Background: an optimization exercise with open tools, aiming at small area, a short achievable clock period and few clock cycles per item. Do not read the settings as production practice.
In this exercise RTL edits were held to simulation tests only and were not proved equivalent to the original.
No driver is modelled on the clock port, so clock power and skew are understated where the tree is cut down; a real chip needs a root buffer or a tree.
Power and IR drop assume default switching activity.

// subordinate
module subordinate #(
    localparam DATA_WIDTH = 32,
    localparam ADDRESS_WIDTH = 4
) (
    input  axi_aclk_in,
    input  axi_aresetn_in,
    input  [ADDRESS_WIDTH-1:0] axi_awaddr_in,
    input  [2:0] axi_awprot_in,
    input  axi_awvalid_in,
    input  [DATA_WIDTH-1:0] axi_wdata_in,
    input  [ADDRESS_WIDTH-1:0] axi_wstrb_in,
    input  axi_wvalid_in,
    input  axi_bready_in,
    input  [ADDRESS_WIDTH-1:0] axi_araddr_in,
    input  [2:0] axi_arprot_in,
    input  axi_arvalid_in,
    input  axi_rready_in,
    output axi_awready_out,
    output axi_wready_out,
    output [1:0] axi_bresp_out,
    output axi_bvalid_out,
    output axi_arready_out,
    output [DATA_WIDTH-1:0] axi_rdata_out,
    output [1:0] axi_rresp_out,
    output axi_rvalid_out
);
Size: about 160 flip-flops, about 98 I/O pins, ~6100 sq um of cells after synthesis.
==> flow/config.mk <==
export PLATFORM = sky130hd
export DESIGN_NAME = subordinate
export DESIGN_NICKNAME = subordinate
export VERILOG_FILES = /design/flow/design.v
export SDC_FILE = /design/flow/constraint.sdc
export NUM_CORES = 4
export LEC_CHECK = 0
export CAP_MARGIN = 20
export CORE_MARGIN = 2
export CORE_UTILIZATION = 60
export SETUP_SLACK_MARGIN = 1.0
export SLEW_MARGIN = 20
==> flow/constraint.sdc <==
create_clock -name core_clock -period 2.5 [get_ports {axi_aclk_in}]
set_input_delay 0.5000 -clock core_clock [delete_from_list [all_inputs] [get_ports {axi_aclk_in}]]
set_output_delay 0.5000 -clock core_clock [all_outputs]
set_load 0.01 [all_outputs]
standard.sh (not shown) runs the stock make flow with config.mk's settings and CLKGATE_MAP_FILE= SYNTH_SCRIPT=/design/flow/synth_recipe.tcl, a recipe that flattens the netlist after the stock synthesis.
==> flow/flow/run.sh <==
#!/bin/bash
# Standard ORFS layout with two changes: plain buffers (instead of the
# default delay cells) on the ports, and a two-level clock tree built by
# flow/cts.tcl in place of TritonCTS: the clock port drives 2 sky130_fd_sc_hd__clkbuf_16,
# which drive 12 sky130_fd_sc_hd__clkbuf_8 leaf buffers, each driving one cluster of registers.
# ORFS logs stay under orfs/logs; make's output goes to flow_make.log.
set -euo pipefail
export BUFFER_PORTS_ARGS="-buffer_cell sky130_fd_sc_hd__buf_1"
export PRE_CTS_TCL="$(pwd)/flow/cts.tcl"
export MY_CTS_N1=2
export MY_CTS_CELL1=sky130_fd_sc_hd__clkbuf_16
export MY_CTS_N2=12
export MY_CTS_CELL2=sky130_fd_sc_hd__clkbuf_8

bash standard.sh > flow_make.log 2>&1
==> flow/flow/cts.tcl <==

proc kmeans {pts k} {
  # pts: list of {x y}; returns list of cluster indices
  set n [llength $pts]
  set srt [lsort -integer -index 1 [lsort -integer -index 0 $pts]]
  set srt {}
  set i 0
  foreach p $pts { lappend srt [list [lindex $p 0] [lindex $p 1] $i]; incr i }
  set srt [lsort -integer -index 1 $srt]
  # seed: split by y into rows of about sqrt(k) bands, then by x
  set rows [expr {max(1, int(round(sqrt($k))))}]
  set cent {}
  set per [expr {double($n) / $k}]
  for {set c 0} {$c < $k} {incr c} {
    set s [lindex $srt [expr {min($n - 1, int(($c + 0.5) * $per))}]]
    lappend cent [list [lindex $s 0] [lindex $s 1]]
  }
  for {set iter 0} {$iter < 50} {incr iter} {
    set asg {}
    foreach p $pts {
      set best 0; set bd 1e30
      for {set c 0} {$c < $k} {incr c} {
        set q [lindex $cent $c]
        set d [expr {abs([lindex $p 0]-[lindex $q 0]) + abs([lindex $p 1]-[lindex $q 1])}]
        if {$d < $bd} { set bd $d; set best $c }
      }
      lappend asg $best
    }
    set newc {}
    for {set c 0} {$c < $k} {incr c} {
      set sx 0; set sy 0; set m 0
      foreach p $pts a $asg { if {$a == $c} { set sx [expr {$sx + [lindex $p 0]}]; set sy [expr {$sy + [lindex $p 1]}]; incr m } }
      if {$m > 0} { lappend newc [list [expr {$sx / $m}] [expr {$sy / $m}]] } else { lappend newc [lindex $cent $c] }
    }
    set cent $newc
  }
  return [list $asg $cent]
}

proc add_buf {block master name x y innet} {
  set net [odb::dbNet_create $block "${name}_net"]
  $net setSigType CLOCK
  set buf [odb::dbInst_create $block $master $name]
  $buf setLocation [expr {int($x)}] [expr {int($y)}]
  $buf setPlacementStatus PLACED
  [$buf findITerm A] connect $innet
  [$buf findITerm X] connect $net
  return $net
}

proc my_cts {n1 cell1 n2 cell2} {
  set block [ord::get_db_block]
  set clknet [$block findNet axi_aclk_in]
  set sinks {}
  set pts {}
  foreach it [$clknet getITerms] {
    set loc [[$it getInst] getLocation]
    lappend sinks $it
    lappend pts [list [lindex $loc 0] [lindex $loc 1]]
  }
  set r2 [kmeans $pts $n2]
  set asg2 [lindex $r2 0]; set cent2 [lindex $r2 1]
  set m1 [[ord::get_db] findMaster $cell1]
  set m2 [[ord::get_db] findMaster $cell2]
  if {$n1 > 0} {
    set r1 [kmeans $cent2 $n1]
    set asg1 [lindex $r1 0]; set cent1 [lindex $r1 1]
    set l1nets {}
    for {set c 0} {$c < $n1} {incr c} {
      set q [lindex $cent1 $c]
      lappend l1nets [add_buf $block $m1 "clkbuf_l1_$c" [lindex $q 0] [lindex $q 1] $clknet]
    }
  }
  set l2nets {}
  for {set c 0} {$c < $n2} {incr c} {
    set q [lindex $cent2 $c]
    if {$n1 > 0} { set in [lindex $l1nets [lindex $asg1 $c]] } else { set in $clknet }
    lappend l2nets [add_buf $block $m2 "clkbuf_l2_$c" [lindex $q 0] [lindex $q 1] $in]
  }
  foreach it $sinks a $asg2 {
    $it disconnect
    $it connect [lindex $l2nets $a]
  }
  for {set c 0} {$c < $n2} {incr c} { puts "clock leaf $c: [llength [lsearch -all $asg2 $c]] sinks" }
}

if {[info exists ::env(MY_CTS_N2)]} {
  # Sourced by ORFS before its clock tree synthesis (PRE_CTS_TCL): build the
  # tree here and turn ORFS's own clock_tree_synthesis call into a no-op.
  my_cts $::env(MY_CTS_N1) $::env(MY_CTS_CELL1) $::env(MY_CTS_N2) $::env(MY_CTS_CELL2)
  rename clock_tree_synthesis orfs_clock_tree_synthesis
  proc clock_tree_synthesis {args} { set_propagated_clock [all_clocks] }
}
The first run went through all stages and came out clean.
Testbench counts at the start, summed over its fixed seeds: cycles 1,288, items 2,560.
Next try:
==> flow/flow/run.sh (replaced) <==
#!/bin/bash
# Standard ORFS layout with two changes: plain buffers (instead of the
# default delay cells) on the ports, and a two-level clock tree built by
# flow/cts.tcl in place of TritonCTS: the clock port drives 4 sky130_fd_sc_hd__clkbuf_16,
# which drive 16 sky130_fd_sc_hd__clkbuf_8 leaf buffers, each driving one cluster of registers.
# ORFS logs stay under orfs/logs; make's output goes to flow_make.log.
set -euo pipefail
export BUFFER_PORTS_ARGS="-buffer_cell sky130_fd_sc_hd__buf_1"
export PRE_CTS_TCL="$(pwd)/flow/cts.tcl"
export MY_CTS_N1=4
export MY_CTS_CELL1=sky130_fd_sc_hd__clkbuf_16
export MY_CTS_N2=16
export MY_CTS_CELL2=sky130_fd_sc_hd__clkbuf_8

bash standard.sh > flow_make.log 2>&1
CORE_UTILIZATION = 40   (was 60)
SETUP_SLACK_MARGIN = 1.15   (was 1.0)
Fmax goes up by 5.6%.
Area after synthesis does not change.
Worst hold slack is better by 0.0070 ns.
Synthesized cell count stays the same.
Wire length increases by 9.0%.
Total power came out higher by 7.6%.
Cell area rose by 6.4%.
Sequential share of layout area is lower by 4.2 points.
Combinational power rises by 14%.
No run of this note takes its clock network from TritonCTS; it comes from the design's own scripts or RTL.

==> what the ideal ports hide <==
The flow's constraints put no driver on any port. The routed layouts listed below were extracted and timed again, unchanged, in two steps.
Step 1 assumes that a clkbuf_16 drives the clock port and a buf_2 every other input.
Step 2, shift: input delay + t, output delay - t, t = (earliest + latest rising clock arrival at the registers) / 2. This alone moves slack from input paths to output paths.
Slacks: ideal ports / drivers / drivers and shift; pairs: ideal ports / drivers.
| run | t, ns | setup slack, ns | worst slew at a driven data input, ns |
|---|---|---|---|
| the first run | 0.357 | 1.061 / 1.039 / 0.757 | 0.05 |
| the second run | 0.356 | 1.138 / 1.085 / 0.864 | 0.06 |
After both steps setup and hold are still met in every run listed. For the first run, which loses most, drivers alone change the setup slack by -0.022 ns; drivers and shift together by -0.304 ns.
